Context: an optimization exercise on an open-source flow, tuned for small area and a short achievable clock period. The choices shown serve that exercise and are no tape-out recipe. In this exercise RTL edits were held to simulation tests only and were not proved equivalent to the original. Power figures rest on the tool's default switching activity, not on a simulated workload.

==> flow/design.v <==
module Mul20(
    input [19:0] a,
    input [19:0] b,
    output [19:0] p
);
  wire [20:0] bx = {b, 1'b0};
  reg [19:0] acc;
  integer i;
  reg one, two, neg;
  reg [20:0] m;
  always @(*) begin
    acc = 20'd0;
    for (i = 0; i < 10; i = i + 1) begin
      one = bx[2*i] ^ bx[2*i+1];
      two = (bx[2*i+2] & ~bx[2*i+1] & ~bx[2*i]) | (~bx[2*i+2] & bx[2*i+1] & bx[2*i]);
      neg = bx[2*i+2];
      m = ({21{one}} & {1'b0, a}) | ({21{two}} & {a, 1'b0});
      m = m ^ {21{neg}};
      acc = acc + ((m[19:0] << (2*i)) + ({19'd0, neg} << (2*i)));
    end
  end
  assign p = acc;
endmodule
module Divider #(parameter P1 = 1) (
    input clk,
    input [19:0] an,
    input [19:0] bn,
    input [19:0] a,
    input [19:0] b,
    output [19:0] quo
);
  wire [19:0] rem [0:10];
  wire [19:0] qb;
  reg  [2*P1-1:0] rem1_r, q1_r;
  assign rem[0] = 20'd0;
  wire [21:0] b3 = {2'b0, b} + {1'b0, b, 1'b0};
  genvar p;
  generate
    for (p = 1; p <= 10; p = p + 1) begin : pr
      localparam W = 2 * p;
      wire [19:0] a_s = (p <= P1) ? an : a;
      wire [21:0] m1 = (p <= P1) ? {2'b0, bn} : {2'b0, b};
      wire [21:0] m3 = (p <= P1) ? 22'd0 : b3;    
      wire [21:0] m2 = {m1[20:0], 1'b0};
      wire [19:0] rprev = (p == P1 + 1) ? {{(20-2*P1){1'b0}}, rem1_r} : rem[p-1];
      wire [W-1:0] r4;
      if (p == 1) begin : ra
        assign r4 = a_s[19:18];
      end else begin : rb
        assign r4 = {rprev[W-3:0], a_s[21-W:20-W]};
      end
      wire [W+1:0] t3 = (p <= P1) ? {2'b0, m1[W-1:0]} + {1'b0, m1[W-1:0], 1'b0} : {(W+2){1'b0}};
      wire c1, c2, c3;
      wire [W-1:0] d1, d2, d3;
      Cmp #(.K(W)) cmp1 (.r(r4), .m(m1[W-1:0]), .ge(c1), .d(d1));
      Cmp #(.K(W)) cmp2 (.r(r4), .m(m2[W-1:0]), .ge(c2), .d(d2));
      Cmp #(.K(W)) cmp3 (.r(r4), .m((p <= P1) ? t3[W-1:0] : m3[W-1:0]), .ge(c3), .d(d3));
      wire g1 = ~|m1[21:W] & c1;
      wire g2 = ~|m2[21:W] & c2;
      wire h3 = (p <= P1) ? (~|m1[21:W] & ~|t3[W+1:W]) : (~|m1[21:W-1] & ~m3[W]);
      wire g3 = h3 & c3;
      assign qb[21-W] = g2;
      assign qb[20-W] = g3 | (g1 & ~g2);
      assign rem[p] = g3 ? d3 : g2 ? d2 : g1 ? d1 : r4;
    end
  endgenerate
  always @(posedge clk) begin
    rem1_r <= rem[P1][2*P1-1:0];
    q1_r   <= qb[19:20-2*P1];
  end
  assign quo = {q1_r, qb[19-2*P1:0]};
endmodule
module Cmp #(parameter K = 4) (
    input [K-1:0] r,
    input [K-1:0] m,
    output ge,
    output [K-1:0] d
);
  localparam L = (K <= 2) ? 1 : (K <= 4) ? 2 : (K <= 8) ? 3 : (K <= 16) ? 4 : 5;
  wire [K-1:0] G [0:L];
  wire [K-1:0] P [0:L];
  genvar i, l;
  generate
    for (i = 0; i < K; i = i + 1) begin : pg
      if (i == 0) begin : c
        assign G[0][i] = r[i] | ~m[i];    
      end else begin : n
        assign G[0][i] = r[i] & ~m[i];
      end
      assign P[0][i] = r[i] | ~m[i];
    end
    for (l = 0; l < L; l = l + 1) begin : lv
      for (i = 0; i < K; i = i + 1) begin : bt
        if ((i >> l) & 1) begin : cmb
          localparam integer J = ((i >> l) << l) - 1;
          assign G[l+1][i] = G[l][i] | (P[l][i] & G[l][J]);
          assign P[l+1][i] = P[l][i] & P[l][J];
        end else begin : pass
          assign G[l+1][i] = G[l][i];
          assign P[l+1][i] = P[l][i];
        end
      end
    end
    wire [K:0] C = {G[L], 1'b1};
    assign ge = C[K];
    for (i = 0; i < K; i = i + 1) begin : o
      assign d[i] = r[i] ^ (~m[i] ^ C[i]);
    end
  endgenerate
endmodule
module MipsMain(
    input clk,
    input reset,
    input [19:0] instruction,
    output [19:0] pc,
    output [19:0] writedata
);
  wire [3:0] op  = instruction[19:16];
  wire [3:0] rs  = instruction[15:12];
  wire [3:0] rt  = instruction[11:8];
  wire [3:0] rd  = instruction[7:4];
  wire [2:0] fn  = instruction[2:0];
  wire [7:0] imm = instruction[7:0];
  wire isR   = (op == 4'd0);
  wire isLW  = (op == 4'd1);
  wire isSW  = (op == 4'd2);
  wire isBEQ = (op == 4'd3);
  wire regwrite = isR | isLW;
  wire [3:0] wa = isR ? rd : rt;
  reg [19:0] pc_r, npc, A, B, D;
  wire [19:0] Dv = D;
  reg [19:0] R [0:15];
  reg [19:0] M [0:31];
  assign pc = pc_r;
  assign writedata = Dv;
  wire [19:0] simm = {{12{imm[7]}}, imm};
  wire [19:0] asum = A + simm;
  wire [19:0] add  = A + B;
  wire [19:0] sub  = A - B;
  wire [19:0] mul;
  Mul20 mul1 (.a(A), .b(B), .p(mul));
  wire [19:0] quo;
  reg [19:0] rres;
  always @(*) begin
    case (fn)
      3'd1: rres = add;
      3'd2: rres = sub;
      3'd3: rres = mul;
      3'd4: rres = quo;
      3'd5: rres = A & B;
      3'd6: rres = A | B;
      3'd7: rres = A ^ B;
      default: rres = 20'd0;
    endcase
  end
  wire [4:0] maddr = A[4:0] + imm[4:0];
  wire [31:0] msel = 32'd1 << maddr;
  wire [19:0] mrd;
  genvar gj, gm;
  generate
    for (gj = 0; gj < 20; gj = gj + 1) begin : mcol
      wire [31:0] t;
      for (gm = 0; gm < 32; gm = gm + 1) begin : w
        assign t[gm] = M[gm][gj] & msel[gm];
      end
      assign mrd[gj] = |t;     
    end
  endgenerate
  reg [19:0] dnext;
  always @(*) begin
    if (isR) dnext = rres;
    else if (isLW) dnext = mrd;
    else if (isSW) dnext = asum;
    else if (isBEQ) dnext = sub;
    else dnext = 20'd0;
  end
  wire taken = isBEQ & (A == B);
  wire [19:0] npc1 = npc + 20'd1;
  wire [19:0] npcb = npc1 + {12'd0, imm};
  wire [8:0]  rstb = {1'b0, imm} + 9'd1;
  always @(posedge clk) begin
    pc_r <= reset ? 20'd0 : npc;
    if (reset) npc <= taken ? {11'd0, rstb} : 20'd1;
    else       npc <= taken ? npcb : npc1;
  end
  wire [15:0] sa = 16'd1 << rs;
  wire [15:0] sb = 16'd1 << rt;
  wire [19:0] rA, rB;
  generate
    for (gj = 0; gj < 20; gj = gj + 1) begin : rcol
      wire [15:0] ta, tb;
      for (gm = 0; gm < 16; gm = gm + 1) begin : w
        assign ta[gm] = R[gm][gj] & sa[gm];
        assign tb[gm] = R[gm][gj] & sb[gm];
      end
      assign rA[gj] = |ta;
      assign rB[gj] = |tb;
    end
  endgenerate
  wire [19:0] An = reset ? 20'd0 : ((regwrite && wa == rs) ? Dv : rA);
  wire [19:0] Bn = reset ? 20'd0 : ((regwrite && wa == rt) ? Dv : rB);
  always @(posedge clk) begin
    A <= An;
    B <= Bn;
    D <= dnext & {20{~reset}};
  end
  wire [19:0] rwd = Dv & {20{~reset}};
  integer i;
  always @(posedge clk) begin
    for (i = 0; i < 16; i = i + 1)
      if (reset | (regwrite & (wa == i))) R[i] <= rwd;
  end
  wire [19:0] mw0 = B & {20{~reset}};
  wire [19:0] mw1 = B | {20{reset}};
  integer m;
  always @(posedge clk) begin
    for (m = 0; m < 32; m = m + 1)
      if (reset | (isSW & msel[m]))
        M[m] <= (mw1 & m) | (mw0 & ~m);
  end
  Divider div1 (.clk(clk), .an(An), .bn(Bn), .a(A), .b(B), .quo(quo));
endmodule
==> flow/flow/run.sh <==
#!/bin/bash
# The standard layout (standard.sh), with its timing repair steps aiming for
# a setup slack margin instead of zero slack.
set -uo pipefail
export SETUP_SLACK_MARGIN=37
bash standard.sh > standard.log 2>&1
status=$?
cp -r orfs/logs logs_orfs 2>/dev/null
exit $status
==> flow/standard.sh <==
#!/bin/bash
# synth_recipe.tcl (not shown) runs the flow's synth.tcl, then flattens the netlist and writes it again
# the make line also repeats each setting of config.mk as NAME=value (left out here)
make -C /OpenROAD-flow-scripts/flow DESIGN_CONFIG=/design/flow/config.mk WORK_HOME=/design/flow/orfs CLKGATE_MAP_FILE= SYNTH_SCRIPT=/design/flow/synth_recipe.tcl "${@:-finish}"
==> flow/config.mk <==
export PLATFORM = sky130hd
export DESIGN_NAME = MipsMain
export DESIGN_NICKNAME = MipsMain
export VERILOG_FILES = /design/flow/design.v
export SDC_FILE = /design/flow/constraint.sdc
export NUM_CORES = 4
export LEC_CHECK = 0
export ABC_AREA = 1
export CAP_MARGIN = 20
export CORE_MARGIN = 2
export CORE_UTILIZATION = 40
export CTS_BUF_LIST = sky130_fd_sc_hd__clkbuf_16
export CTS_CLUSTER_DIAMETER = 80
export CTS_CLUSTER_SIZE = 24
export SLEW_MARGIN = 20
export TNS_END_PERCENT = 10
==> flow/constraint.sdc <==
create_clock -name core_clock -period 50.0 [get_ports {clk}]
set_input_delay 10.0000 -clock core_clock [delete_from_list [all_inputs] [get_ports {clk}]]
set_output_delay 10.0000 -clock core_clock [all_outputs]
set_load 0.01 [all_outputs]
==> summary.txt, run 1 <==
Synthesis
  – Fraction of the mapped netlist area in simple logic gates: 23.4%
  – Async set-or-reset flop fraction in the synthesized netlist: 0%
  – Adder-cell area share of the yosys netlist: 7.83%
  – Multiplexer share of the synthesized area: 0.149%
  – Combined area of all synthesized cells: 68,800 um2
  – Post-synth EDFFs: 960
  – Compound-cell area share of the yosys netlist: 12.3%
  – Prevailing post-synth register cell: edfxtp_1
  – Average size of a mapped cell: 9.14 um2
  – Synthesized netlist cell count: 7,527
  – Register bit count reported by yosys: 1,064
  – Main combinational cell family by area after synthesis: simple AND/OR/NAND/NOR gates
  – Seq/Total Area, Yosys: 44.9%
  – Unique cell type count in the Yosys netlist: 97
  – Number of nets produced by synthesis: 7,906
  – Xor and xnor area share after synthesis: 3.90%
  – Warnings, synthesis: 15

Worst setup path
  – Family of cells with the greatest summed delay on the critical path: simple AND/OR/NAND/NOR gates
  – Crit path buf inv count: 5
  – Worst Path Required: 50,540 ps
  – Kind of critical path: in2reg
  – CP Data Arrival Time: 13,820 ps
  – Standard cell with the maximum stage delay on the critical path: a221o_1
  – Highest net fanout along the worst path: 10
  – Worst-path cell chain: buf_2 > inv_2 > nand3_1 > buf_4 > clkinvlp_4 > a221o_1 > nor4_4 > nand4_1 > o211ai_1 > inv_1 > nor4_2 > nand4_1 > nor3_4 > nand2_2 > nand2_2 > o21ai_2 > o211ai_1 > o21ai_1
  – Peak per-stage delay on the critical path: 440 ps
  – Type of destination of the critical path: flop
  – Kind of launch point of the worst setup path: input pin

Floorplanning
  – Area of the core: 171,000 um2
  – Site row count: 152
  – Top-level port count: 62
  – Die Span Y: 419 um
  – Die width: 419 um
  – Effective utilization at floorplan: 40.2%
  – Floorplan die area: 175,000 um2

Power
  – Internal power: 0.00282 W
  – Switching share of power: 53.4%
  – Power share of the sequential group: 17.4%
  – Power share of the clock group: 8.2%
  – Sum of internal, switching and leakage power: 0.00605 W
  – Power Density: 75.6 nW/um2
  – Combinational Power Share: 74.3%
  – Leakage power: 33.9 nW
  – Maximum VDD drop: 0.0737 mV
  – NetSw: 0.00323 W

Global routing
  – Initial antenna violation count: 11
  – Wire length of the first global-routing pass: 379,000 um
  – Pin count of the biggest net entering global routing: 59
  – Number of global-route vias before repair: 56.3k
  – GR Util All Layers: 29.2%
  – Remaining global-route overflow: 0

Place
  – Placer Congestion: 0.952
  – DP HPWL: 179,000 um
  – Post-placement cell count: 9,756
  – I/O Buffers: 61

Timing
  – Final critical-path share of the clock period: 26.6%
  – Slew Limit Headroom: 17.3%
  – Final setup violation count: 0
  – Final setup TNS: 0 ps
  – Final hold violation count: 0
  – Unrepaired setup endpoints after global routing: yes
  – Slew at the pin closest to its max-slew limit: 1240 ps
  – Pins over their slew limit: 0
  – Clock period minus worst slack: 13,290 ps
  – Max Clock Skew: 45.5 ps
  – Peak clock frequency supported by timing: 0.0753 GHz

Final layout
  – Area growth from synthesis to final layout: 16.2%
  – Non-filler cells in the finished layout: 10.2k
  – Final net count: 8,269
  – Share of layout cells above drive strength 1: 22.3%

Drt
  – Antenna Violating Nets Remaining: 0
  – Post-route DRC violation count: 0
  – Average wire length per cell after detail routing: 26.3 um
  – Drt first-iter violations: 7,132
  – Count of TritonRoute iterations in the first routing pass: 6
  – Routed wire length: 267,000 um
  – Number of vias in the routed layout: 60.3k
  – Vias per cell: 5.94

Status
  – Run status: finished clean

Clock network
  – Number of sinks handled by clock tree synthesis: 1,064
  – Insertion delay to the later sink of the worst-skew pair: 700 ps
  – Post-CTS Hold Buffers: 0
  – Root cell of the clock tree: clkbuf_16
  – Clock input transition at the sequential cells of the worst setup and hold paths: 90 ps
  – H-Tree Level Count: 2
  – Number of buffers created by CTS: 52
  – CTS tree: built
  – Clock Tree Buf Depth: 3

Worst hold path
  – Path category of the worst min-delay check: reg2reg

Job
  – Max-cap violation count: 0
registers in the layout, indices dropped and copies added (netlist names):
name and cells:
npc 20, div1.rem1_r 2, B 20, div1.q1_r 2
R 320, D 20, pc_r 20, A 20
M 640
power by group through the flow:
stage | sequential, W | combinational [W] | clock [W]
after floorplan | 0.00107 | 0.00284 | 0
after global routing | 0.00106 | 0.00488 | 0.000529
final | 0.00105 | 0.00449 | 0.000498
after global placement | 0.00107 | 0.00359 | 0
after CTS | 0.00105 | 0.00381 | 0.000501
after detailed placement | 0.00107 | 0.00362 | 0
worst min-delay path: stages, from the launching register on:
cell     delay (ps)
dfxtp_1         350
inv_1            60
nor2_1           30
layout by cell type, fill, tap and decap left out, types with 41 or more instances in the layout:
master / n
nand3_2: 155
nand2_4: 150
inv_1: 766
nand2_2: 301
o22ai_1: 203
a22o_1: 74
nand4_1: 120
o21ai_0: 160
a221oi_1: 144
fa_1: 105
buf_4: 422
a22oi_1: 107
xnor2_1: 64
inv_2: 90
dfxtp_1: 94
clkbuf_16: 55
a21oi_1: 187
edfxtp_1: 960
nand2_1: 1550
nor3_1: 45
nand3_1: 345
xor2_1: 234
ha_1: 220
clkdlybuf4s50_1: 41
nor2_2: 97
nor2_1: 387
cell type report:
type	count	area, um2
Inverter	918	3660
Clock inverter	33	299
Sequential cell	1064	30900
Timing Repair inverter	1	8.76
Multi-Input combinational cell	5302	36000
Tap cell	2233	2790
Timing Repair Buffer	551	4940
Fill cell	16300	91200
Antenna cell	5	12.5
Clock buffer	52	1300
synth_stat cells (66+ instances only):
| master | count | area [um2] |
|---|---|---|
| o21ai_0 | 200 | 1000 |
| xor2_1 | 240 | 2100 |
| xnor2_1 | 66 | 578 |
| nand3_1 | 408 | 2040 |
| clkbuf_1 | 154 | 578 |
| edfxtp_1 | 960 | 28800 |
| inv_1 | 784 | 2940 |
| o22ai_1 | 204 | 1280 |
| nand2_2 | 236 | 1480 |
| a21oi_1 | 218 | 1090 |
| nand4_1 | 120 | 751 |
| dfxtp_1 | 104 | 2080 |
| ha_1 | 234 | 2930 |
| a221oi_1 | 149 | 1310 |
| nand3_2 | 113 | 1130 |
| nand2_4 | 77 | 867 |
| a22oi_1 | 107 | 803 |
| nor2_1 | 474 | 1780 |
| nand2_1 | 1702 | 6390 |
| a22o_1 | 74 | 648 |
| inv_2 | 84 | 315 |
| fa_1 | 123 | 2460 |
what timing repair did:
action                                  4_1_cts  5_1_grt
pin swaps                                    64      259
setup buffers                               129      156
gates cloned                                  9       13
resized for setup                           313      543
endpoints found under the setup margin      969       22
metrics by stage:
step / utilization (%) / instance area (um2) / setup slack [ps] / hold WS (ps)
global route: 46.7 / 80000 / 36470 / 509
floorplan: - / 68800 / 36480 / 427
finish: 46.7 / 80000 / 36710 / 457
detailed placement: 42.3 / 72400 / 34260 / 468
CTS: 44.6 / 76300 / 36740 / 461
global placement: 42.3 / 72300 / 32980 / 485
path summary, 6_finish.rpt:
check                                     start        endpoint  slack (ps)  depth (start not counted)
worst max register to register             B[2]            D[0]       37110                         92
worst min-delay path                    npc[11]        pc_r[11]         460                          2
worst max-delay path            instruction[11]  div1.rem1_r[1]       36710                         18
worst min register to register          npc[11]        pc_r[11]         460                          2
metal layers:
layer  track usage, %  vias up  wire, um
li1                 -    26700         -
met1             39.1    29500    106000
met2             45.3     3410    118000
met3             4.72      760     26000
met4             15.7       10     17000
met5                0        -        71
cells by family after synthesis:
kind of cell    Yosys count
fa+ha+maj               357
buf+inv                1174
mux                      10
xor+xnor                306
simple gates           3375
flops                  1064
compound gates         1241
==> run 2: changes to the inputs <==
--- a/flow/design.v
+++ b/flow/design.v
@@ -133,6 +133,7 @@
   reg [19:0] M [0:31];
   assign pc = pc_r;
   assign writedata = Dv;
+  genvar gj, gm;
   wire [19:0] simm = {{12{imm[7]}}, imm};
   wire [19:0] asum = A + simm;
   wire [19:0] add  = A + B;
@@ -140,23 +141,9 @@
   wire [19:0] mul;
   Mul20 mul1 (.a(A), .b(B), .p(mul));
   wire [19:0] quo;
-  reg [19:0] rres;
-  always @(*) begin
-    case (fn)
-      3'd1: rres = add;
-      3'd2: rres = sub;
-      3'd3: rres = mul;
-      3'd4: rres = quo;
-      3'd5: rres = A & B;
-      3'd6: rres = A | B;
-      3'd7: rres = A ^ B;
-      default: rres = 20'd0;
-    endcase
-  end
   wire [4:0] maddr = A[4:0] + imm[4:0];
   wire [31:0] msel = 32'd1 << maddr;
   wire [19:0] mrd;
-  genvar gj, gm;
   generate
     for (gj = 0; gj < 20; gj = gj + 1) begin : mcol
       wire [31:0] t;
@@ -166,14 +153,26 @@
       assign mrd[gj] = |t;     
     end
   endgenerate
-  reg [19:0] dnext;
-  always @(*) begin
-    if (isR) dnext = rres;
-    else if (isLW) dnext = mrd;
-    else if (isSW) dnext = asum;
-    else if (isBEQ) dnext = sub;
-    else dnext = 20'd0;
-  end
+  wire fR = isR & ~reset;
+  wire [8:0] dsel = {
+    isSW & ~reset,                             
+    isLW & ~reset,                             
+    fR & (fn == 3'd7),                         
+    fR & (fn == 3'd6),                         
+    fR & (fn == 3'd5),                         
+    fR & (fn == 3'd4),                         
+    fR & (fn == 3'd3),                         
+    (fR & (fn == 3'd2)) | (isBEQ & ~reset),    
+    fR & (fn == 3'd1)                          
+  };
+  wire [19:0] dnext;
+  generate
+    for (gj = 0; gj < 20; gj = gj + 1) begin : dcol
+      wire [8:0] t = dsel & {asum[gj], mrd[gj], A[gj] ^ B[gj], A[gj] | B[gj],
+                             A[gj] & B[gj], quo[gj], mul[gj], sub[gj], add[gj]};
+      assign dnext[gj] = |t;
+    end
+  endgenerate
   wire taken = isBEQ & (A == B);
   wire [19:0] npc1 = npc + 20'd1;
   wire [19:0] npcb = npc1 + {12'd0, imm};
@@ -197,18 +196,22 @@
       assign rB[gj] = |tb;
     end
   endgenerate
-  wire [19:0] An = reset ? 20'd0 : ((regwrite && wa == rs) ? Dv : rA);
-  wire [19:0] Bn = reset ? 20'd0 : ((regwrite && wa == rt) ? Dv : rB);
+  wire fwdA = (isR & (rd == rs)) | (isLW & (rt == rs));
+  wire fwdB = isR & (rd == rt) | isLW;
+  wire [19:0] An = (fwdA ? Dv : rA) & {20{~reset}};
+  wire [19:0] Bn = (fwdB ? Dv : rB) & {20{~reset}};
   always @(posedge clk) begin
     A <= An;
     B <= Bn;
-    D <= dnext & {20{~reset}};
+    D <= dnext;
   end
   wire [19:0] rwd = Dv & {20{~reset}};
+  wire [15:0] rdh = 16'd1 << rd;
+  wire [15:0] rth = sb;
   integer i;
   always @(posedge clk) begin
     for (i = 0; i < 16; i = i + 1)
-      if (reset | (regwrite & (wa == i))) R[i] <= rwd;
+      if (reset | (isR & rdh[i]) | (isLW & rth[i])) R[i] <= rwd;
   end
   wire [19:0] mw0 = B & {20{~reset}};
   wire [19:0] mw1 = B | {20{reset}};
--- a/flow/config.mk
+++ b/flow/config.mk
@@ -13,4 +13,4 @@
 export CTS_CLUSTER_DIAMETER = 80
 export CTS_CLUSTER_SIZE = 24
 export SLEW_MARGIN = 20
-export TNS_END_PERCENT = 10
+export TNS_END_PERCENT = 0
==> run 2 against run 1 <==
  * Non-clock buffer count shrank 88
  * Highest routed layer unchanged
  * Critical endpoint is now div1.rem1_r[0]
  * Worst hold slack got worse by 0.93 ps
  * Fmax shrank 0.53%
  * Sequential power barely moved
  * Register-to-register slack better by 20 ps
  * Combinational power fell by 6.2%
  * Clock power shrank 5.4%
  * Wire length is 1.2% lower
  * Worst setup slack worse by 71 ps
==> summary.txt, run 2 <==
Worst hold path
  – Worst hold path depth: 2
  – Hold Path Sink: pc_r[19]
  – Start point of the worst min-delay path: npc[19]
  – Path category of the worst min-delay check: reg2reg

Floorplanning
  – Effective utilization at floorplan: 40.4%
  – Top-level port count: 62
  – Floorplan die area: 170,000 um2
  – Die width: 413 um
  – Area of the core: 165,000 um2
  – Site row count: 149
  – Die Span Y: 413 um

Drt
  – Vias per cell: 5.96
  – Number of vias in the routed layout: 59.5k
  – Count of TritonRoute iterations in the first routing pass: 6
  – Antenna Violating Nets Remaining: 0
  – Drt first-iter violations: 7,924
  – Post-route DRC violation count: 0
  – Average wire length per cell after detail routing: 26.4 um
  – Routed wire length: 264,000 um

Synthesis
  – Prevailing post-synth register cell: edfxtp_1
  – Synthesized netlist cell count: 7,474
  – Top-area cell type share of the netlist area: 43.2%
  – Top-count cell post-synth: nand2_1
  – Unique cell type count in the Yosys netlist: 78
  – Seq/Total Area, Yosys: 46.3%
  – Number of nets produced by synthesis: 7,867
  – Post-synth EDFFs: 960
  – Average size of a mapped cell: 8.93 um2
  – Warnings, synthesis: 15
  – Most numerous cell types in the synthesized netlist: nand2_1, edfxtp_1, inv_1
  – Combined area of all synthesized cells: 66,800 um2
  – Register bit count reported by yosys: 1,064
  – Async set-or-reset flop fraction in the synthesized netlist: 0%
  – Cell taking the most area after synthesis: edfxtp_1
  – Largest cells by area after synthesis: edfxtp_1, nand2_1, ha_1, inv_1, nand3_1

Global routing
  – Remaining global-route overflow: 0
  – Initial antenna violation count: 11
  – GR Util All Layers: 29.8%
  – Pin count of the biggest net entering global routing: 52
  – Wire length of the first global-routing pass: 376,000 um
  – Number of global-route vias before repair: 55.3k

Clock network
  – Root cell of the clock tree: clkbuf_16
  – Insertion delay to the later sink of the worst-skew pair: 720 ps
  – Clock Tree Buf Depth: 3
  – H-Tree Level Count: 2
  – Clock input transition at the sequential cells of the worst setup and hold paths: 90 ps
  – Number of buffers created by CTS: 50
  – Number of sinks handled by clock tree synthesis: 1,064
  – CTS tree: built

Worst setup path
  – Kind of critical path: in2reg
  – Capture instance of the worst register-to-register path: D[0]
  – R2R cell count: 98
  – CP Data Arrival Time: 13,890 ps
  – Kind of launch point of the worst setup path: input pin
  – Startpoint of the worst register-to-register path: B[4]
  – Flop-to-flop setup slack: 37,130 ps
  – Highest net fanout along the worst path: 24
  – Type of destination of the critical path: flop
  – Worst Path Required: 50,530 ps

Final layout
  – Final net count: 8,140
  – Area growth from synthesis to final layout: 15.2%
  – Flip-flop count of the largest register after layout: 640
  – Register with the most flip-flops: M
  – Non-filler cells in the finished layout: 9,980
  – Total area of sequential cells: 30,900 um2
  – Registers with the highest flip-flop counts: M (640), R (320)
  – Util after Layout: 46.5%
  – Most common cell after layout, fill and taps aside: nand2_1
  – Filler cells: 15.6k
  – Commonest cells after routing, fill and taps aside: nand2_1, edfxtp_1, inv_1
  – Share of layout cells above drive strength 1: 16.8%
  – Combined area of the multi-input logic cells: 34,200 um2

Timing
  – Final setup TNS: 0 ps
  – Clock period minus worst slack: 13,360 ps
  – Unrepaired setup endpoints after global routing: yes
  – Final critical-path share of the clock period: 26.7%
  – Minimum hold slack: 456 ps
  – Final setup violation count: 0
  – Slew at the pin closest to its max-slew limit: 1290 ps
  – Final hold violation count: 0
  – Pins over their slew limit: 0
  – Slew Limit Headroom: 13.5%
  – Max Clock Skew: 71.8 ps
  – Peak clock frequency supported by timing: 0.0749 GHz

Power
  – Leakage power: 32.5 nW
  – Power Density: 74.7 nW/um2
  – Sum of internal, switching and leakage power: 0.00575 W
  – Maximum VDD drop: 0.0615 mV

Place
  – Post-placement cell count: 9,661
  – Placer Congestion: 0.992
  – I/O Buffers: 61
  – DP HPWL: 177,000 um

Job
  – Max-cap violation count: 0

Status
  – Run status: finished clean
## run 2: cell count changes after synthesis, moves of 24 or more
cell      before   now
a21oi_1      218   264
a22oi_1      107   133
buf_2          2    29
clkbuf_1     154   182
clkbuf_8      24     0
nand2_1     1702  1852
nand2_2      236   119
nand2_4       77    19
nand3_1      408   542
nand3_2      113    37
nor2_2        41    10
xor2_1       240   205
## run 2: layout make-up
type | instances | share of cell area (%)
Multi-Input combinational cell | 5273 | 44.4
Sequential cell | 1064 | 40.2
Timing Repair Buffer | 463 | 5.32
Inverter | 893 | 4.57
Tap cell | 2189 | 3.56
Clock buffer | 50 | 1.63
Clock inverter | 43 | 0.311
Timing Repair inverter | 2 | 0.0228
Antenna cell | 3 | 0.00976
## run 2: kinds of logic (layout without fill, tap and decap cells)
family	count (synthesis)	after routing	share of synthesized area, %
AND/OR/NAND/NOR	3344	3362	22.1
AO/OA/AOI/OAI	1247	1247	12.5
XOR/XNOR	282	283	3.72
multiplexers	10	10	0.154
other	0	3	0
flip-flops	1064	1064	46.3
buffers and inverters	1156	1451	6.85
adder cells (fa/ha/maj)	371	371	8.47
## run 2: per-layer routing
metal	track usage, %	vias to the layer above	share of wire [%]
met5	0	-	0.015
met4	12.4	6	5.1
met3	6.45	720	12
met2	45.3	3713	43
met1	41.1	28700	40
li1	-	26400	-
## run 2: worst max path at each step
| stage | from | endpoint | depth (start not counted) |
|---|---|---|---|
| after floorplan | instruction[0] | M[25][0] | 11 |
| after global placement | B[1] | D[0] | 106 |
| after detailed placement | B[1] | D[0] | 106 |
| after CTS | B[0] | D[0] | 107 |
| after global routing | B[0] | D[0] | 102 |
| final | instruction[15] | div1.rem1_r[0] | 17 |
## run 2: per-stage QoR
stage / setup WS (ps) / cell area (um2)
after floorplan: 36890 / 66800
after global placement: 32700 / 70800
after detailed placement: 32490 / 70800
after CTS: 36810 / 74500
after global routing: 36360 / 76900
final: 36640 / 76900
## run 2: where the power goes
part           internal (W)  switching, W
Sequential          0.00103     0.0000298
Combinational       0.00149       0.00272
Clock              0.000187      0.000284
## run 2: critical path: stages
cell             delay, ps
clkdlybuf4s50_1        460
buf_4                  350
clkinv_2               250
nand3_2                320
clkinvlp_4             220
nand2_1                 80
o21ai_0                 80
a221oi_1               210
nand3_1                310
nor4_4                 390
nor3_2                 150
buf_4                  180
fa_1                   420
nand3_1                130
o21ai_0                150
nor2_1                 110
a21oi_1                 50
## run 2: what timing repair did
action,CTS,global route
cloned,13,10
pin swaps,64,148
setup endpoints to repair,612,44
gates resized for setup,319,366
buffers inserted,87,113
hold buffers,0,0
==> run 3: changes to the inputs <==
--- a/flow/config.mk
+++ b/flow/config.mk
@@ -8,7 +8,7 @@
 export ABC_AREA = 1
 export CAP_MARGIN = 20
 export CORE_MARGIN = 2
-export CORE_UTILIZATION = 40
+export CORE_UTILIZATION = 55
 export CTS_BUF_LIST = sky130_fd_sc_hd__clkbuf_16
 export CTS_CLUSTER_DIAMETER = 80
 export CTS_CLUSTER_SIZE = 24
==> run 3 against run 2 <==
  * Via count down 0.29%
  * Cell area down 0.35%
  * Critical endpoint is now D[3]
  * Clock-buffer cell count up 4
  * Worst setup slack better by 67 ps
  * Combinational power down 1%
  * Register-to-register slack worse by 20 ps
  * Fmax up 0.50%
==> summary.txt, run 3 <==
Floorplanning
  – Floorplan die area: 124,000 um2
  – Site row count: 127
  – Effective utilization at floorplan: 55.6%
  – Top-level port count: 62
  – Area of the core: 120,000 um2
  – Die width: 352 um
  – Die Span Y: 352 um

Synthesis
  – Multiplexer share of the synthesized area: 0.154%
  – Combined area of all synthesized cells: 66,800 um2
  – Xor and xnor area share after synthesis: 3.72%
  – Top-area cell type share of the netlist area: 43.2%
  – Number of nets produced by synthesis: 7,867
  – Seq/Total Area, Yosys: 46.3%
  – Async set-or-reset flop fraction in the synthesized netlist: 0%
  – Most numerous cell types in the synthesized netlist: nand2_1, edfxtp_1, inv_1
  – Adder-cell area share of the yosys netlist: 8.47%
  – Top-count cell post-synth: nand2_1
  – Synthesized netlist cell count: 7,474
  – Unique cell type count in the Yosys netlist: 78
  – Fraction of the mapped netlist area in simple logic gates: 22.1%
  – Post-synth EDFFs: 960
  – Cell taking the most area after synthesis: edfxtp_1
  – Register bit count reported by yosys: 1,064
  – Average size of a mapped cell: 8.93 um2
  – Compound-cell area share of the yosys netlist: 12.5%
  – Largest cells by area after synthesis: edfxtp_1, nand2_1, ha_1, inv_1, nand3_1
  – Main combinational cell family by area after synthesis: simple AND/OR/NAND/NOR gates
  – Warnings, synthesis: 15
  – Prevailing post-synth register cell: edfxtp_1

Worst setup path
  – Family of cells with the greatest summed delay on the critical path: compound AO/OA/AOI/OAI gates
  – Peak per-stage delay on the critical path: 520 ps
  – Type of destination of the critical path: flop
  – Kind of critical path: in2reg
  – Kind of launch point of the worst setup path: input pin
  – R2R cell count: 93
  – Worst Path Required: 50,580 ps
  – Standard cell with the maximum stage delay on the critical path: nand4_1
  – Number of stages on the worst setup path: 20
  – CP Data Arrival Time: 13,870 ps
  – Flop-to-flop setup slack: 37,110 ps
  – Worst-path cell chain: buf_12 > ha_4 > fa_2 > nand2_2 > o21ai_4 > xor2_4 > buf_6 > clkinv_8 > nor2_4 > buf_12 > a22o_1 > a221oi_2 > nand4_1 > nor3_2 > buf_4 > nand4_1 > a221oi_2 > o221ai_1 > a221oi_1 > o21ai_1
  – Highest net fanout along the worst path: 7
  – Crit path buf inv count: 5

Power
  – Maximum VDD drop: 0.0829 mV
  – Leakage power: 32.6 nW
  – Sum of internal, switching and leakage power: 0.00572 W
  – Power Density: 74.6 nW/um2

Timing
  – Final hold violation count: 0
  – Max Clock Skew: 93.8 ps
  – Final setup violation count: 0
  – Unrepaired setup endpoints after global routing: yes
  – Clock period minus worst slack: 13,290 ps
  – Pins over their slew limit: 0
  – Final setup TNS: 0 ps
  – Slew Limit Headroom: 16.8%
  – Slew at the pin closest to its max-slew limit: 1240 ps
  – Final critical-path share of the clock period: 26.6%
  – Peak clock frequency supported by timing: 0.0752 GHz
  – PnR worst setup slack: 36,710 ps
  – Minimum hold slack: 448 ps

Clock network
  – CTS tree: built
  – Number of sinks handled by clock tree synthesis: 1,064
  – Clock Tree Buf Depth: 3
  – Root cell of the clock tree: clkbuf_16
  – Number of buffers created by CTS: 54
  – Insertion delay to the later sink of the worst-skew pair: 760 ps
  – Clock input transition at the sequential cells of the worst setup and hold paths: 100 ps
  – H-Tree Level Count: 2

Place
  – Placer Congestion: 0.977
  – Pre-CTS WS: 32,990 ps
  – I/O Buffers: 61
  – Placed cell areas: 70,000 um2
  – DP HPWL: 173,000 um

Final layout
  – Flip-flop count of the largest register after layout: 640
  – Commonest cells after routing, fill and taps aside: nand2_1, edfxtp_1, inv_1
  – Filler cells: 10.2k
  – Most common cell after layout, fill and taps aside: nand2_1
  – Combined area of the multi-input logic cells: 34,100 um2
  – Share of layout cells above drive strength 1: 17.0%
  – Final net count: 8,140
  – Total area of sequential cells: 30,900 um2
  – Area growth from synthesis to final layout: 14.8%
  – Registers with the highest flip-flop counts: M (640), R (320)
  – Register with the most flip-flops: M
  – Post-layout instance area: 76,700 um2

Drt
  – Antenna Violating Nets Remaining: 0
  – Drt first-iter violations: 7,714
  – Post-route DRC violation count: 0
  – Vias per cell: 6.31
  – Average wire length per cell after detail routing: 27.1 um
  – Number of vias in the routed layout: 59.3k
  – Count of TritonRoute iterations in the first routing pass: 7
  – Routed wire length: 255,000 um

Job
  – Max-cap violation count: 0

Global routing
  – Pin count of the biggest net entering global routing: 44
  – Wire length of the first global-routing pass: 365,000 um
  – Number of global-route vias before repair: 55.6k
  – Remaining global-route overflow: 0
  – GR Util All Layers: 39.6%
  – Initial antenna violation count: 9

Status
  – Run status: finished clean

Worst hold path
  – Worst hold path depth: 2
  – Path category of the worst min-delay check: reg2reg
[run 3: cell types whose count changed in the layout (fill, tap and decap cells not counted), moves of 8 or more]
cell and delta:
inv_6 +8, nand2_2 -8, nand3_1 -10, nand3_2 +13
inv_1 -19, buf_4 -22
[run 3: report_power, final]
| group | switching (W) | internal (W) |
|---|---|---|
| registers | 0.0000296 | 0.00103 |
| logic | 0.00269 | 0.00146 |
| clock network | 0.000295 | 0.000209 |
| total | 0.00302 | 0.00271 |
[run 3: final timing paths]
kind | startpoint | end
hold / removal | npc[19] | pc_r[19]
setup / recovery | instruction[0] | D[3]
setup reg to reg | B[4] | D[0]
hold reg to reg | npc[19] | pc_r[19]
[run 3: area by class of cell]
type | instances | share of cell area [%]
clock inverter | 43 | 0.437
clock buffer | 54 | 1.76
tap | 1612 | 2.63
sequential | 1064 | 40.3
multi-input combinational | 5272 | 44.5
timing repair buffer | 459 | 5.65
inverter | 893 | 4.67
antenna | 6 | 0.0196
timing repair inverter | 3 | 0.0310
[run 3: tightest hold or removal path: stages (launching register included)]
cell and delay (ps):
dfxtp_1 340, inv_1 50, nor2_1 30
[run 3: logic make-up (layout without fill, tap and decap cells)]
family / after synthesis / after routing
multiplexers: 10 / 10
XOR/XNOR: 282 / 283
AND/OR/NAND/NOR: 3344 / 3360
AO/OA/AOI/OAI: 1247 / 1248
adder cells (fa/ha/maj): 371 / 371
flip-flops: 1064 / 1064
other: 0 / 6
buffers and inverters: 1156 / 1452
[run 3: per-layer routing]
| layer | up-vias | GRT usage [%] | share of wire [%] |
|---|---|---|---|
| li1 | 26400 | - | - |
| met1 | 28300 | 52.9 | 38 |
| met2 | 3737 | 59.0 | 43 |
| met3 | 795 | 10.6 | 13 |
| met4 | 6 | 20.8 | 6.2 |
| met5 | - | 0 | 0.015 |
[run 3: what timing repair did]
item	CTS	global route
gates cloned	14	16
pin swaps	44	134
setup endpoints to repair	500	25
hold buffers	0	0
gates resized for setup	361	381
setup buffers	82	117
[run 3: stage by stage]
step | utilization [%] | cells
2_1_floorplan | - | 7474
3_3_place_gp | 58.2 | 9071
3_5_place_dp | 58.3 | 9073
4_1_cts | 61.6 | 9266
5_1_grt | 63.8 | 9403
6_report | 63.8 | 9406
==> run 4: changes to the inputs <==
--- a/flow/design.v
+++ b/flow/design.v
@@ -79,6 +79,8 @@
   localparam L = (K <= 2) ? 1 : (K <= 4) ? 2 : (K <= 8) ? 3 : (K <= 16) ? 4 : 5;
   wire [K-1:0] G [0:L];
   wire [K-1:0] P [0:L];
+  wire [K-1:0] GD [0:L];
+  wire [K-1:0] PD [0:L];
   genvar i, l;
   generate
     for (i = 0; i < K; i = i + 1) begin : pg
@@ -89,19 +91,31 @@
       end
       assign P[0][i] = r[i] | ~m[i];
     end
-    for (l = 0; l < L; l = l + 1) begin : lv
+    for (l = 0; l < L; l = l + 1) begin : up
       for (i = 0; i < K; i = i + 1) begin : bt
-        if ((i >> l) & 1) begin : cmb
-          localparam integer J = ((i >> l) << l) - 1;
-          assign G[l+1][i] = G[l][i] | (P[l][i] & G[l][J]);
-          assign P[l+1][i] = P[l][i] & P[l][J];
+        if (((i + 1) % (2 << l)) == 0) begin : cmb
+          assign G[l+1][i] = G[l][i] | (P[l][i] & G[l][i - (1 << l)]);
+          assign P[l+1][i] = P[l][i] & P[l][i - (1 << l)];
         end else begin : pass
           assign G[l+1][i] = G[l][i];
           assign P[l+1][i] = P[l][i];
         end
       end
     end
-    wire [K:0] C = {G[L], 1'b1};
+    for (l = L - 1; l >= 0; l = l - 1) begin : dn
+      for (i = 0; i < K; i = i + 1) begin : bt
+        if ((((i + 1) % (2 << l)) == (1 << l)) && (i >= (2 << l))) begin : cmb
+          assign GD[l][i] = GD[l+1][i] | (PD[l+1][i] & GD[l+1][i - (1 << l)]);
+          assign PD[l][i] = PD[l+1][i] & PD[l+1][i - (1 << l)];
+        end else begin : pass
+          assign GD[l][i] = GD[l+1][i];
+          assign PD[l][i] = PD[l+1][i];
+        end
+      end
+    end
+    assign GD[L] = G[L];
+    assign PD[L] = P[L];
+    wire [K:0] C = {GD[0], 1'b1};
     assign ge = C[K];
     for (i = 0; i < K; i = i + 1) begin : o
       assign d[i] = r[i] ^ (~m[i] ^ C[i]);
@@ -127,7 +141,8 @@
   wire isBEQ = (op == 4'd3);
   wire regwrite = isR | isLW;
   wire [3:0] wa = isR ? rd : rt;
-  reg [19:0] pc_r, npc, A, B, D;
+  reg [19:0] pc_r, A, B, D;
+  reg [7:0] bofs;       
   wire [19:0] Dv = D;
   reg [19:0] R [0:15];
   reg [19:0] M [0:31];
@@ -174,13 +189,10 @@
     end
   endgenerate
   wire taken = isBEQ & (A == B);
-  wire [19:0] npc1 = npc + 20'd1;
-  wire [19:0] npcb = npc1 + {12'd0, imm};
-  wire [8:0]  rstb = {1'b0, imm} + 9'd1;
+  wire [19:0] npc = pc_r + 20'd1 + {12'd0, bofs};
   always @(posedge clk) begin
     pc_r <= reset ? 20'd0 : npc;
-    if (reset) npc <= taken ? {11'd0, rstb} : 20'd1;
-    else       npc <= taken ? npcb : npc1;
+    bofs <= taken ? imm : 8'd0;
   end
   wire [15:0] sa = 16'd1 << rs;
   wire [15:0] sb = 16'd1 << rt;
--- a/flow/config.mk
+++ b/flow/config.mk
@@ -8,7 +8,7 @@
 export ABC_AREA = 1
 export CAP_MARGIN = 20
 export CORE_MARGIN = 2
-export CORE_UTILIZATION = 55
+export CORE_UTILIZATION = 40
 export CTS_BUF_LIST = sky130_fd_sc_hd__clkbuf_16
 export CTS_CLUSTER_DIAMETER = 80
 export CTS_CLUSTER_SIZE = 24
==> run 4 against run 3 <==
  * Clock power down 3%
  * Largest power group unchanged
  * Critical path type unchanged
  * Non-clock buffer count up 85
  * Die area up 36%
  * Still clean
==> summary.txt, run 4 <==
Drt
  – Number of vias in the routed layout: 57.6k
  – Count of TritonRoute iterations in the first routing pass: 9
  – Post-route DRC violation count: 0
  – Vias per cell: 6.05
  – Routed wire length: 260,000 um
  – Drt first-iter violations: 7,743
  – Antenna Violating Nets Remaining: 0
  – Average wire length per cell after detail routing: 27.3 um

Worst hold path
  – Path category of the worst min-delay check: reg2reg
  – Worst hold path depth: 1
  – Hold Path Sink: pc_r[19]
  – Start point of the worst min-delay path: pc_r[19]

Clock network
  – Root cell of the clock tree: clkbuf_16
  – Number of buffers created by CTS: 51
  – H-Tree Level Count: 2
  – Clock input transition at the sequential cells of the worst setup and hold paths: 90 ps
  – Clock Tree Buf Depth: 3
  – Insertion delay to the later sink of the worst-skew pair: 690 ps
  – CTS tree: built
  – Number of sinks handled by clock tree synthesis: 1,052

Global routing
  – Pin count of the biggest net entering global routing: 51
  – Initial antenna violation count: 12
  – GR Util All Layers: 29.3%
  – Wire length of the first global-routing pass: 366,000 um
  – Number of global-route vias before repair: 53.4k
  – Remaining global-route overflow: 0

Power
  – Internal power: 0.00282 W
  – NetSw: 0.00312 W
  – Switching share of power: 52.5%
  – Combinational Power Share: 74.1%
  – Maximum VDD drop: 0.0804 mV
  – Power share of the sequential group: 17.7%
  – Leakage power: 32.1 nW
  – Power share of the clock group: 8.2%
  – Power Density: 76.5 nW/um2

Final layout
  – Commonest cells after routing, fill and taps aside: nand2_1, edfxtp_1, inv_1
  – Most common cell after layout, fill and taps aside: nand2_1
  – Flip-flop count of the largest register after layout: 640
  – Antenna diodes: 0
  – Area growth from synthesis to final layout: 17.0%
  – Share of layout cells above drive strength 1: 21.1%
  – Final net count: 7,718
  – Register with the most flip-flops: M
  – Registers with the highest flip-flop counts: M (640), R (320)
  – Filler cells: 15.3k

Timing
  – Pins over their slew limit: 0
  – Final setup TNS: 0 ps
  – Peak clock frequency supported by timing: 0.0747 GHz
  – Slew Limit Headroom: 9.11%
  – Minimum hold slack: 458 ps
  – Max Clock Skew: 41.2 ps
  – Slew at the pin closest to its max-slew limit: 1350 ps
  – Final hold violation count: 0
  – Unrepaired setup endpoints after global routing: yes
  – Final critical-path share of the clock period: 26.8%
  – Clock period minus worst slack: 13,390 ps
  – Final setup violation count: 0
  – PnR worst setup slack: 36,610 ps

Synthesis
  – Seq/Total Area, Yosys: 46.1%
  – Number of nets produced by synthesis: 7,366
  – Top-area cell type share of the netlist area: 43.4%
  – Unique cell type count in the Yosys netlist: 81
  – Adder-cell area share of the yosys netlist: 9.73%
  – Cell taking the most area after synthesis: edfxtp_1
  – Xor and xnor area share after synthesis: 3.61%
  – Main combinational cell family by area after synthesis: simple AND/OR/NAND/NOR gates
  – Fraction of the mapped netlist area in simple logic gates: 20.8%
  – Average size of a mapped cell: 9.59 um2
  – Compound-cell area share of the yosys netlist: 12.6%
  – Multiplexer share of the synthesized area: 0.154%
  – Warnings, synthesis: 15
  – Prevailing post-synth register cell: edfxtp_1
  – Top-count cell post-synth: nand2_1
  – Combined area of all synthesized cells: 66,500 um2
  – Async set-or-reset flop fraction in the synthesized netlist: 0%
  – Largest cells by area after synthesis: edfxtp_1, nand2_1, fa_1, ha_1, inv_1
  – Post-synth EDFFs: 960
  – Most numerous cell types in the synthesized netlist: nand2_1, edfxtp_1, inv_1
  – Synthesized netlist cell count: 6,935
  – Register bit count reported by yosys: 1,052

Worst setup path
  – Highest net fanout along the worst path: 12
  – CP Data Arrival Time: 13,950 ps
  – Kind of launch point of the worst setup path: input pin
  – Startpoint of the worst register-to-register path: B[4]
  – R2R cell count: 98
  – Dominant cell type by count on the critical path: nand4_1
  – Type of destination of the critical path: flop
  – Worst Path Required: 50,560 ps
  – Kind of critical path: in2reg
  – Flop-to-flop setup slack: 37,090 ps
  – Peak per-stage delay on the critical path: 780 ps
  – Standard cell with the maximum stage delay on the critical path: a221oi_1
  – Capture instance of the worst register-to-register path: D[0]
  – Worst-path cell chain: buf_2 > clkinv_2 > nand2_2 > inv_1 > buf_4 > a221oi_1 > nand4_1 > nand3_1 > nand4_1 > nor3_1 > nand4_1 > buf_4 > nor2_1 > inv_1 > o21ai_1 > nor2_1 > a21oi_2

Floorplanning
  – Die width: 412 um
  – Die Span Y: 412 um
  – Site row count: 149
  – Floorplan die area: 169,000 um2
  – Top-level port count: 62
  – Effective utilization at floorplan: 40.3%
  – Area of the core: 165,000 um2

Place
  – I/O Buffers: 61
  – Placer Congestion: 0.988
  – DP HPWL: 171,000 um
  – Pre-CTS WS: 32,810 ps

Job
  – Max-cap violation count: 0

Status
  – Run status: finished clean
==> run 4: layout make-up <==
type / count / area [um2] / area share (%)
Tap cell: 2189 / 2740 / 3.52
Multi-Input combinational cell: 4849 / 34500 / 44.4
Timing Repair Buffer: 544 / 4960 / 6.37
Inverter: 787 / 3240 / 4.16
Sequential cell: 1052 / 30700 / 39.5
Clock inverter: 44 / 295 / 0.380
Clock buffer: 52 / 1300 / 1.67
Timing Repair inverter: 2 / 13.8 / 0.0177
==> run 4: kinds of logic after synthesis <==
| logic type | Yosys count |
|---|---|
| AOI/OAI and AO/OA | 1242 |
| xor gates and xnor gates | 274 |
| adders and majority gates | 409 |
| buffers and inverters | 1053 |
| DFF | 1052 |
| muxes | 10 |
| and+or+nand+nor | 2895 |
==> run 4: critical path, delay by kind of cell <==
family | cells | cell delay, ps
compound gates | 3 | 1270
simple gates | 8 | 1290
buf+inv | 6 | 1360
==> run 4: worst max path at each step <==
stage | startpoint | to | slack (ps) | cells after the start
floorplan | instruction[0] | M[26][0] | 36540 | 8
global placement | instruction[0] | D[13] | 32710 | 18
detailed placement | instruction[0] | D[13] | 32810 | 18
CTS | instruction[0] | D[13] | 36800 | 18
global route | B[1] | D[0] | 36280 | 110
finish | instruction[11] | div1.rem1_r[0] | 36610 | 17
==> run 4: per-layer routing <==
| metal | global-route usage, % | vias up | part of all wire [%] |
|---|---|---|---|
| met5 | 0 | - | 0.036 |
| met4 | 13.5 | 16 | 5.5 |
| met3 | 5.91 | 743 | 12 |
| met2 | 45.1 | 3777 | 44 |
| met1 | 39.7 | 28100 | 39 |
| li1 | - | 24900 | - |
==> run 4: stage by stage <==
stage	instance area (um2)	power (W)	instances	util (%)
5_1_grt	77800	0.00636	9519	47.1
6_report	77800	0.00595	9519	47.1
3_5_place_dp	70400	0.00459	9111	42.7
3_3_place_gp	70400	0.00456	9110	42.7
2_1_floorplan	66500	0.00379	6935	-
4_1_cts	74900	0.00526	9327	45.4
==> run 4: power by group through the flow <==
| stage | Clock (W) | Combinational, W | Sequential (W) |
|---|---|---|---|
| after floorplan | 0 | 0.00273 | 0.00106 |
| after global placement | 0 | 0.00350 | 0.00107 |
| after detailed placement | 0 | 0.00352 | 0.00107 |
| after CTS | 0.000493 | 0.00371 | 0.00105 |
| after global routing | 0.000521 | 0.00479 | 0.00106 |
| final | 0.000490 | 0.00441 | 0.00105 |
==> run 4: repair_timing <==
action                     CTS  global route
cloned                      18            15
pin swaps                   69           139
gates resized for setup    411           328
setup endpoints to repair  480            24
hold buffers                 0             0
setup buffers              102           175
==> run 5: changes to the inputs <==
--- a/flow/design.v
+++ b/flow/design.v
@@ -61,7 +61,8 @@
       wire g3 = h3 & c3;
       assign qb[21-W] = g2;
       assign qb[20-W] = g3 | (g1 & ~g2);
-      assign rem[p] = g3 ? d3 : g2 ? d2 : g1 ? d1 : r4;
+      wire [W-1:0] fl = ({W{g3}} & d3) | ({W{g2 & ~g3}} & d2) | ({W{g1 & ~g2}} & d1);
+      assign rem[p] = r4 ^ fl;
     end
   endgenerate
   always @(posedge clk) begin
@@ -118,7 +119,7 @@
     wire [K:0] C = {GD[0], 1'b1};
     assign ge = C[K];
     for (i = 0; i < K; i = i + 1) begin : o
-      assign d[i] = r[i] ^ (~m[i] ^ C[i]);
+      assign d[i] = ~m[i] ^ C[i];
     end
   endgenerate
 endmodule
==> run 5 against run 4 <==
  * Worst hold slack gained 21 ps
  * Fmax fell by 0.45%
  * Clock skew is 42 ps higher
  * Cell area shrank 3.0%
==> summary.txt, run 5 <==
Status
  – Run status: finished clean

Drt
  – Number of vias in the routed layout: 57.6k
  – Drt first-iter violations: 6,892
  – Antenna Violating Nets Remaining: 0
  – Routed wire length: 250,000 um
  – Count of TritonRoute iterations in the first routing pass: 7
  – Post-route DRC violation count: 0
  – Vias per cell: 6.11
  – Average wire length per cell after detail routing: 26.6 um

Place
  – Placer Congestion: 0.984
  – Pre-CTS WS: 32,730 ps
  – I/O Buffers: 61
  – DP HPWL: 164,000 um

Timing
  – Slew Limit Headroom: 19.1%
  – Unrepaired setup endpoints after global routing: yes
  – Max Clock Skew: 83.1 ps
  – Pins over their slew limit: 0
  – Slew at the pin closest to its max-slew limit: 1210 ps
  – PnR worst setup slack: 36,550 ps
  – Peak clock frequency supported by timing: 0.0744 GHz
  – Final hold violation count: 0
  – Final critical-path share of the clock period: 26.9%
  – Minimum hold slack: 479 ps
  – Final setup TNS: 0 ps
  – Final setup violation count: 0
  – Clock period minus worst slack: 13,450 ps

Final layout
  – Util after Layout: 48.1%
  – Commonest cells after routing, fill and taps aside: nand2_1, edfxtp_1, inv_1
  – Area growth from synthesis to final layout: 19.2%
  – Share of layout cells above drive strength 1: 20.1%
  – Register with the most flip-flops: M
  – Final net count: 7,623
  – Registers with the highest flip-flop counts: M (640), R (320)
  – Most common cell after layout, fill and taps aside: nand2_1
  – Flip-flop count of the largest register after layout: 640
  – Filler cells: 14.6k

Worst setup path
  – Startpoint of the worst register-to-register path: B[10]
  – Type of destination of the critical path: flop
  – Kind of launch point of the worst setup path: input pin
  – Peak per-stage delay on the critical path: 860 ps
  – Flop-to-flop setup slack: 36,930 ps
  – Worst Path Required: 50,530 ps
  – CP Data Arrival Time: 13,970 ps
  – Worst-path cell chain: buf_6 > ha_4 > fa_2 > nand2_4 > o21ai_4 > xor2_4 > buf_6 > nor2_1 > buf_4 > a22oi_1 > nand4_1 > nor4_4 > o22ai_1 > nor4_1 > o31ai_1
  – Standard cell with the maximum stage delay on the critical path: nor4_4
  – Highest net fanout along the worst path: 21
  – Dominant cell type by count on the critical path: buf_6
  – R2R cell count: 107
  – Capture instance of the worst register-to-register path: D[1]
  – Kind of critical path: in2reg

Clock network
  – CTS tree: built
  – Number of sinks handled by clock tree synthesis: 1,052
  – Root cell of the clock tree: clkbuf_16
  – Clock input transition at the sequential cells of the worst setup and hold paths: 100 ps
  – H-Tree Level Count: 2
  – Number of buffers created by CTS: 52
  – Post-CTS Hold Buffers: 0
  – Clock Tree Buf Depth: 3
  – Insertion delay to the later sink of the worst-skew pair: 710 ps

Worst hold path
  – Path category of the worst min-delay check: reg2reg
  – Hold Path Sink: D[18]
  – Worst hold path depth: 2
  – Start point of the worst min-delay path: div1.q1_r[0]

Synthesis
  – Synthesized netlist cell count: 7,005
  – Number of nets produced by synthesis: 7,294
  – Prevailing post-synth register cell: edfxtp_1
  – Seq/Total Area, Yosys: 48.5%
  – Combined area of all synthesized cells: 63,300 um2
  – Register bit count reported by yosys: 1,052
  – Async set-or-reset flop fraction in the synthesized netlist: 0%
  – Top-count cell post-synth: nand2_1
  – Warnings, synthesis: 15
  – Cell taking the most area after synthesis: edfxtp_1
  – Average size of a mapped cell: 9.04 um2
  – Largest cells by area after synthesis: edfxtp_1, nand2_1, nand3_1, ha_1, inv_1
  – Top-area cell type share of the netlist area: 45.5%
  – Post-synth EDFFs: 960
  – Most numerous cell types in the synthesized netlist: nand2_1, edfxtp_1, inv_1
  – Unique cell type count in the Yosys netlist: 75

Floorplanning
  – Floorplan die area: 161,000 um2
  – Die Span Y: 402 um
  – Area of the core: 157,000 um2
  – Top-level port count: 62
  – Site row count: 145
  – Die width: 402 um
  – Effective utilization at floorplan: 40.4%

Power
  – Switching share of power: 49.4%
  – Maximum VDD drop: 0.0515 mV
  – Power share of the clock group: 10.6%
  – Internal power: 0.00233 W
  – Power Density: 61.1 nW/um2
  – Combinational Power Share: 66.6%
  – Sum of internal, switching and leakage power: 0.00461 W
  – NetSw: 0.00227 W
  – Power share of the sequential group: 22.8%
  – Leakage power: 31.0 nW

Global routing
  – Wire length of the first global-routing pass: 356,000 um
  – Number of global-route vias before repair: 52.9k
  – Initial antenna violation count: 9
  – Remaining global-route overflow: 0
  – Pin count of the biggest net entering global routing: 56
  – GR Util All Layers: 29.4%

Job
  – Max-cap violation count: 0
[run 5: cell count changes after synthesis, sizes merged, moves of 39 or more]
cell    before   now
o21ai      260   200
nor2       408   464
nand2     1704  1768
nand4      117   261
xnor2       66    12
xor2       208   247
inv        756   681
clkbuf     165   210
fa         180    72
nand3      484   593
or2         64    23
[run 5: worst max path at each step]
stage,slack (ps),startpoint,to
2_1_floorplan,36890,instruction[0],M[31][0]
4_1_cts,36820,B[0],D[0]
6_report,36550,instruction[0],D[13]
3_5_place_dp,32730,B[2],D[0]
5_1_grt,36300,B[0],D[0]
3_3_place_gp,32840,B[2],D[0]
[run 5: power groups by stage]
stage	Combinational, W	Clock [W]	Sequential, W
5_1_grt	0.00333	0.000521	0.00106
2_1_floorplan	0.00164	0	0.00106
4_1_cts	0.00251	0.000492	0.00105
3_5_place_dp	0.00225	0	0.00107
6_report	0.00307	0.000490	0.00105
3_3_place_gp	0.00222	0	0.00107
[run 5: repair_timing]
action                                  4_1_cts  5_1_grt
gates resized for setup                     348      690
pin swaps                                    78      341
setup buffers                               101      187
cloned                                       11       11
endpoints found under the setup margin      664       26
[run 5: per-stage QoR]
stage | instances | area (um2)
after global placement | 9024 | 67100
after detailed placement | 9027 | 67200
final | 9427 | 75500
after global routing | 9425 | 75500
after CTS | 9226 | 71300
after floorplan | 7005 | 63300
[run 5: critical path, delay by kind of cell]
kind	cells	cell delay, ps
simple gates	5	1750
compound gates	4	580
xor+xnor	1	490
buf+inv	3	560
fa+ha+maj	2	560
[run 5: final cells by class]
cell class	instances	area (um2)	share of cell area, %
Clock inverter	34	279	0.370
Tap cell	2058	2570	3.41
Clock buffer	53	1330	1.76
Sequential cell	1052	30700	40.7
Timing Repair Buffer	554	5280	6.99
Inverter	708	2850	3.77
Antenna cell	2	5.00	0.00663
Multi-Input combinational cell	4966	32500	43.0
[run 5: metal layers]
metal / routed length (um) / vias up / GRT usage (%)
li1: - / 25400 / -
met1: 97900 / 27900 / 39.6
met2: 108000 / 3486 / 45.2
met3: 28300 / 738 / 5.60
met4: 15800 / 4 / 15.2
met5: 26 / - / 0
[run 5: kinds of logic (layout without fill, tap and decap cells)]
kind of cell	count (synthesis)	after routing	synth area share (%)
simple gates	3250	3261	22.9
compound gates	1169	1169	12.6
flops	1052	1052	48.5
buf+inv	998	1349	6.15
fa+ha+maj	267	267	6.13
xor+xnor	259	259	3.61
mux	10	10	0.162
other cells	0	2	0
==> run 6: changes to the inputs <==
--- a/flow/config.mk
+++ b/flow/config.mk
@@ -6,11 +6,11 @@
 export NUM_CORES = 4
 export LEC_CHECK = 0
 export ABC_AREA = 1
-export CAP_MARGIN = 20
+export CAP_MARGIN = 30
 export CORE_MARGIN = 2
 export CORE_UTILIZATION = 40
 export CTS_BUF_LIST = sky130_fd_sc_hd__clkbuf_16
 export CTS_CLUSTER_DIAMETER = 80
 export CTS_CLUSTER_SIZE = 24
-export SLEW_MARGIN = 20
+export SLEW_MARGIN = 30
 export TNS_END_PERCENT = 0
==> run 6 against run 5 <==
  * Still clean
  * Flip-flop and latch count is the same
  * Clock skew shrank 27 ps
  * Worst setup slack gained 78 ps
  * Fmax grew 0.58%
  * Wire length shrank 1.2%
  * Critical path type unchanged
  * Largest power group unchanged
==> summary.txt, run 6 <==
Timing
  – Slew at the pin closest to its max-slew limit: 1080 ps
  – Final setup violation count: 0
  – Final critical-path share of the clock period: 26.7%
  – Pins over their slew limit: 0
  – Unrepaired setup endpoints after global routing: yes
  – Max Clock Skew: 56.5 ps
  – Clock period minus worst slack: 13,370 ps
  – Final hold violation count: 0
  – Final setup TNS: 0 ps
  – Peak clock frequency supported by timing: 0.0748 GHz
  – Slew Limit Headroom: 25.9%

Drt
  – Routed wire length: 247,000 um
  – Drt first-iter violations: 7,239
  – Antenna Violating Nets Remaining: 0
  – Average wire length per cell after detail routing: 26.6 um
  – Vias per cell: 6.07
  – Count of TritonRoute iterations in the first routing pass: 6
  – Number of vias in the routed layout: 56.5k
  – Post-route DRC violation count: 0

Worst setup path
  – Standard cell with the maximum stage delay on the critical path: nor4_4
  – Family of cells with the greatest summed delay on the critical path: simple AND/OR/NAND/NOR gates
  – Kind of launch point of the worst setup path: input pin
  – CP Data Arrival Time: 13,900 ps
  – Highest net fanout along the worst path: 21
  – Type of destination of the critical path: flop
  – Dominant cell type by count on the critical path: buf_4
  – Worst Path Required: 50,530 ps
  – Crit path buf inv count: 5
  – Peak per-stage delay on the critical path: 690 ps
  – Kind of critical path: in2reg
  – Flop-to-flop setup slack: 36,670 ps
  – Worst-path cell chain: buf_4 > ha_2 > fa_2 > nand2_2 > o21ai_4 > buf_12 > xor2_4 > clkinv_2 > buf_4 > nor2_2 > buf_4 > a221oi_1 > nand4_1 > nor4_4 > o22ai_1 > nor4_1 > o31ai_1

Final layout
  – Register with the most flip-flops: M
  – Area growth from synthesis to final layout: 14.9%
  – Commonest cells after routing, fill and taps aside: nand2_1, edfxtp_1, inv_1
  – Post-layout instance area: 72,700 um2
  – Share of layout cells above drive strength 1: 14.1%
  – Registers with the highest flip-flop counts: M (640), R (320)
  – Flip-flop count of the largest register after layout: 640
  – Final net count: 7,501
  – Util after Layout: 46.4%
  – Filler cells: 14.9k
  – Most common cell after layout, fill and taps aside: nand2_1

Synthesis
  – Post-synth EDFFs: 960
  – Number of nets produced by synthesis: 7,294
  – Compound-cell area share of the yosys netlist: 12.6%
  – Fraction of the mapped netlist area in simple logic gates: 22.9%
  – Most numerous cell types in the synthesized netlist: nand2_1, edfxtp_1, inv_1
  – Largest cells by area after synthesis: edfxtp_1, nand2_1, nand3_1, ha_1, inv_1
  – Register bit count reported by yosys: 1,052
  – Unique cell type count in the Yosys netlist: 75
  – Multiplexer share of the synthesized area: 0.162%
  – Seq/Total Area, Yosys: 48.5%
  – Xor and xnor area share after synthesis: 3.61%
  – Async set-or-reset flop fraction in the synthesized netlist: 0%
  – Synthesized netlist cell count: 7,005
  – Top-area cell type share of the netlist area: 45.5%
  – Prevailing post-synth register cell: edfxtp_1
  – Top-count cell post-synth: nand2_1
  – Combined area of all synthesized cells: 63,300 um2
  – Average size of a mapped cell: 9.04 um2
  – Warnings, synthesis: 15
  – Adder-cell area share of the yosys netlist: 6.13%
  – Cell taking the most area after synthesis: edfxtp_1
  – Main combinational cell family by area after synthesis: simple AND/OR/NAND/NOR gates

Worst hold path
  – Path category of the worst min-delay check: reg2reg

Status
  – Run status: finished clean

Clock network
  – Post-CTS Hold Buffers: 0
  – Clock input transition at the sequential cells of the worst setup and hold paths: 90 ps
  – H-Tree Level Count: 2
  – Insertion delay to the later sink of the worst-skew pair: 700 ps
  – Number of sinks handled by clock tree synthesis: 1,052
  – Number of buffers created by CTS: 52
  – CTS tree: built
  – Root cell of the clock tree: clkbuf_16
  – Clock Tree Buf Depth: 3

Place
  – Placed cell areas: 67,400 um2
  – Placer Congestion: 0.984
  – DP HPWL: 166,000 um
  – I/O Buffers: 61

Power
  – Power share of the sequential group: 24.9%
  – NetSw: 0.00209 W
  – Power share of the clock group: 11.5%
  – Power Density: 58.0 nW/um2
  – Combinational Power Share: 63.6%
  – Maximum VDD drop: 0.0566 mV
  – Leakage power: 30.0 nW
  – Switching share of power: 49.6%
  – Internal power: 0.00213 W

Floorplanning
  – Die width: 402 um
  – Floorplan die area: 161,000 um2
  – Site row count: 145
  – Effective utilization at floorplan: 40.4%
  – Area of the core: 157,000 um2
  – Die Span Y: 402 um
  – Top-level port count: 62

Global routing
  – GR met3 Demand/Resource: 5.54%
  – Initial antenna violation count: 4
  – Most heavily used metal layer in global routing: met2
  – Number of global-route vias before repair: 53.2k
  – Pin count of the biggest net entering global routing: 56
  – GR Util All Layers: 29.6%
  – Remaining global-route overflow: 0
  – Wire length of the first global-routing pass: 358,000 um
  – Met1 demand-to-capacity share in global routing: 40.0%
  – Met2 usage: 45.6%

Job
  – Max-cap violation count: 0
-- run 6: layout make-up --
class	instances	area (um2)	share of cell area, %
Clock buffer	52	1300	1.79
Timing Repair inverter	1	5.00	0.00688
Antenna cell	2	5.00	0.00688
Sequential cell	1052	30700	42.2
Inverter	708	2770	3.81
Timing Repair Buffer	436	4300	5.92
Tap cell	2058	2570	3.54
Multi-Input combinational cell	4961	30800	42.3
Clock inverter	36	273	0.375
-- run 6: power groups by stage --
stage | Combinational (W) | Clock, W | Sequential, W
floorplan | 0.00164 | 0 | 0.00106
global placement | 0.00222 | 0 | 0.00107
detailed placement | 0.00225 | 0 | 0.00107
CTS | 0.00255 | 0.000486 | 0.00105
global route | 0.00294 | 0.000514 | 0.00106
finish | 0.00268 | 0.000484 | 0.00105
-- run 6: final timing paths --
check	startpoint	endpoint	cells past startpoint
setup / recovery	instruction[0]	D[13]	17
hold / removal	pc_r[19]	pc_r[19]	1
hold reg to reg	pc_r[19]	pc_r[19]	1
setup reg to reg	B[15]	D[0]	109
-- run 6: stage by stage --
step	power, W	hold WS (ps)	std cells	setup WS, ps
after floorplan	0.00270	444	7005	36890
after global routing	0.00452	512	9304	35640
after detailed placement	0.00332	472	9037	32650
after global placement	0.00329	442	9024	32840
after CTS	0.00409	482	9266	36910
final	0.00422	484	9306	36630
-- run 6: per-layer routing --
layer / wire length, um / up-vias
met5: 36 / -
met2: 108000 / 3293
met1: 98500 / 27300
met3: 27000 / 676
li1: - / 25200
met4: 14100 / 4
-- run 6: kinds of logic (layout without fill, tap and decap cells) --
group                      count (synthesis)  count (layout)
other                                      0               2
xor gates and xnor gates                 259             260
muxes                                     10              10
DFF                                     1052            1052
buffers and inverters                    998            1233
adders and majority gates                267             267
and+or+nand+nor                         3250            3255
AOI/OAI and AO/OA                       1169            1169
-- run 6: timing repair --
item / in CTS / in global routing
cloned: 15 / 0
buffers inserted: 126 / 36
gates resized for setup: 409 / 86
pin swaps: 109 / 67
setup endpoints to repair: 658 / 35

port drivers added, routing unchanged:
How much do the figures lean on ideal ports? The routed layouts below were timed once more, with nothing changed but the port constraints. Step 1: set_driving_cell puts a clkbuf_16 on clk and a buf_2 on each other input, an assumption about the parent block. Step 2 also shifts input and output timing later by t, the mid clock arrival at the registers, as if the neighbouring blocks saw the same clock. Slacks: no drivers / after step 1 / after step 2; pairs: no drivers / after step 1.
run | t (ns) | setup WS [ns] | hold WS [ns]
run 1 | 0.746 | 36.712 / 36.761 / 36.015 | 0.457 / 0.457 / 0.457
run 2 | 0.748 | 36.641 / 36.685 / 35.937 | 0.456 / 0.456 / 0.456
run 3 | 0.791 | 36.708 / 36.706 / 35.915 | 0.448 / 0.448 / 0.448
run 4 | 0.737 | 36.614 / 36.650 / 35.913 | 0.458 / 0.458 / 0.458
run 5 | 0.740 | 36.553 / 36.574 / 35.834 | 0.479 / 0.479 / 0.479
run 6 | 0.747 | 36.631 / 36.658 / 35.911 | 0.484 / 0.484 / 0.484
After both steps setup and hold are still met in every run listed. The setup slack of run 3, which loses most, moves by -0.002 ns with the drivers and by -0.793 ns with both steps.
